This design comes from an exercise in tuning for small area and a short achievable clock period on the open sky130 flow, not from production work.
Power is estimated from default activity; no workload was simulated.

Setup of raven:
==> flow/design.v <==
`timescale 1ns / 1ps
module fifo_nit(
    input  Clk,
    input  RD,
    input  WR,
    input  EN,
    input  [31:0] dataIn,
    output reg [31:0] dataOut,
    input  Rst,
    output EMPTY,
    output FULL
);
reg [3:0] wp;           
reg [7:0] rp;           
reg       empty_q;      
reg       full_q;
reg       ne_q;         
reg       nf_q;
reg [31:0] mem [0:7];
assign EMPTY = empty_q;
assign FULL  = full_q;
wire rst_en = EN & Rst;
wire rd_acc = EN & ~Rst & RD & ne_q;
wire wr_acc = EN & ~Rst & WR & nf_q & ~(RD & ne_q);
function [7:0] jdec;
    input [3:0] q;
    begin
        jdec[0] = ~q[3] & ~q[0];
        jdec[1] =  q[0] & ~q[1];
        jdec[2] =  q[1] & ~q[2];
        jdec[3] =  q[2] & ~q[3];
        jdec[4] =  q[3] &  q[0];
        jdec[5] = ~q[0] &  q[1];
        jdec[6] = ~q[1] &  q[2];
        jdec[7] = ~q[2] &  q[3];
    end
endfunction
wire [7:0] wsel   = jdec(wp);
wire [3:0] wp_inc = {wp[2:0], ~wp[3]};
wire [7:0] wsel_inc = {wsel[6:0], wsel[7]};
wire [7:0] rp_inc = {rp[6:0], rp[7]};
always @(posedge Clk) begin
    if (rst_en) begin
        wp      <= 4'd0;
        rp      <= 8'd1;
        empty_q <= 1'b1;
        full_q  <= 1'b0;
        ne_q    <= 1'b0;
        nf_q    <= 1'b1;
    end else if (rd_acc) begin
        rp      <= rp_inc;
        empty_q <= |(rp_inc & wsel);
        full_q  <= 1'b0;
        ne_q    <= ~|(rp_inc & wsel);
        nf_q    <= 1'b1;
    end else if (wr_acc) begin
        wp      <= wp_inc;
        empty_q <= 1'b0;
        full_q  <= |(wsel_inc & rp);
        ne_q    <= 1'b1;
        nf_q    <= ~|(wsel_inc & rp);
    end
end
genvar i;
generate
    for (i = 0; i < 8; i = i + 1) begin : g_mem
        always @(posedge Clk)
            if (nf_q && wsel[i])
                mem[i] <= dataIn;
    end
endgenerate
reg [31:0] rdata;
integer k;
always @(*) begin
    rdata = {32{~rd_acc}} & dataOut;
    for (k = 0; k < 8; k = k + 1)
        rdata = rdata | ({32{rd_acc & rp[k]}} & mem[k]);
end
always @(posedge Clk)
    dataOut <= rdata;
endmodule
make LEC_CHECK=0 CAP_MARGIN=20 CORE_MARGIN=2 CORE_UTILIZATION=40 CTS_CLUSTER_DIAMETER=80 CTS_CLUSTER_SIZE=30 PLACE_DENSITY=0.6 SETUP_SLACK_MARGIN=3.2 SLEW_MARGIN=20 finish   # period 5.0 ns
run.sh (not shown) runs the stock make flow with config.mk's settings and CLKGATE_MAP_FILE= SYNTH_SCRIPT=/design/flow/synth_recipe.tcl, a recipe that flattens the netlist after the stock synthesis.
Edits applied to the flow inputs when going from raven to amber:
--- a/flow/design.v
+++ b/flow/design.v
@@ -73,9 +73,10 @@
 integer k;
 always @(*) begin
-    rdata = {32{~rd_acc}} & dataOut;
+    rdata = 32'd0;
     for (k = 0; k < 8; k = k + 1)
-        rdata = rdata | ({32{rd_acc & rp[k]}} & mem[k]);
+        rdata = rdata | ({32{rp[k]}} & mem[k]);
 end
 always @(posedge Clk)
-    dataOut <= rdata;
+    if (rd_acc)
+        dataOut <= rdata;
 endmodule
Results
raven and amber all finish clean.
Core outline area (higher): amber
NOTE design area raven->amber decreased by a few percent
[compare] base=raven new=amber: met1 global-route usage decreased 0.53 points, clock skew about even, final period demand of the worst path up 86 ps.
In amber the portion of total power attributed to sequential cells turned out 5.1 points higher than in raven.
On final global-route overflow total, raven and amber are basically level.
According to the power report, total power for amber is lower than for raven.
raven vs amber, worst-path cell with the longest stage delay: sky130_fd_sc_hd__dfxtp_4 vs sky130_fd_sc_hd__edfxtp_1
Summary of amber over raven: number of buffers created by CTS saw an increase; floorplan die area increased about 0.7%; combinational share of power decreased by 8.9 points relative to the old numbers.
Function was not checked in any run of this note: the RTL went through the layout flow alone.

[port drivers added, routing unchanged]
The flow's constraints put no driver on any port. The routed layouts listed below were extracted and timed again, unchanged, in two steps. Step 1 assumes that a clkbuf_16 drives the clock port and a buf_2 every other input. Step 2 times the ports against the registers' clock, not the clock port: input delays grow and output delays shrink by t, the midpoint of the rising clock arrivals with the driver on. Three values: ideal, step 1, step 2; two values: the first two.
run | t (ns) | setup WS [ns] | worst setup path after step 2
raven | 0.534 | 3.008 / 2.960 / 2.721 | input to register
amber | 0.532 | 2.922 / 2.875 / 2.747 | input to register
After both steps setup and hold are still met in every run listed. The setup slack of raven, which loses most, moves by -0.048 ns with the drivers and by -0.287 ns with both steps.
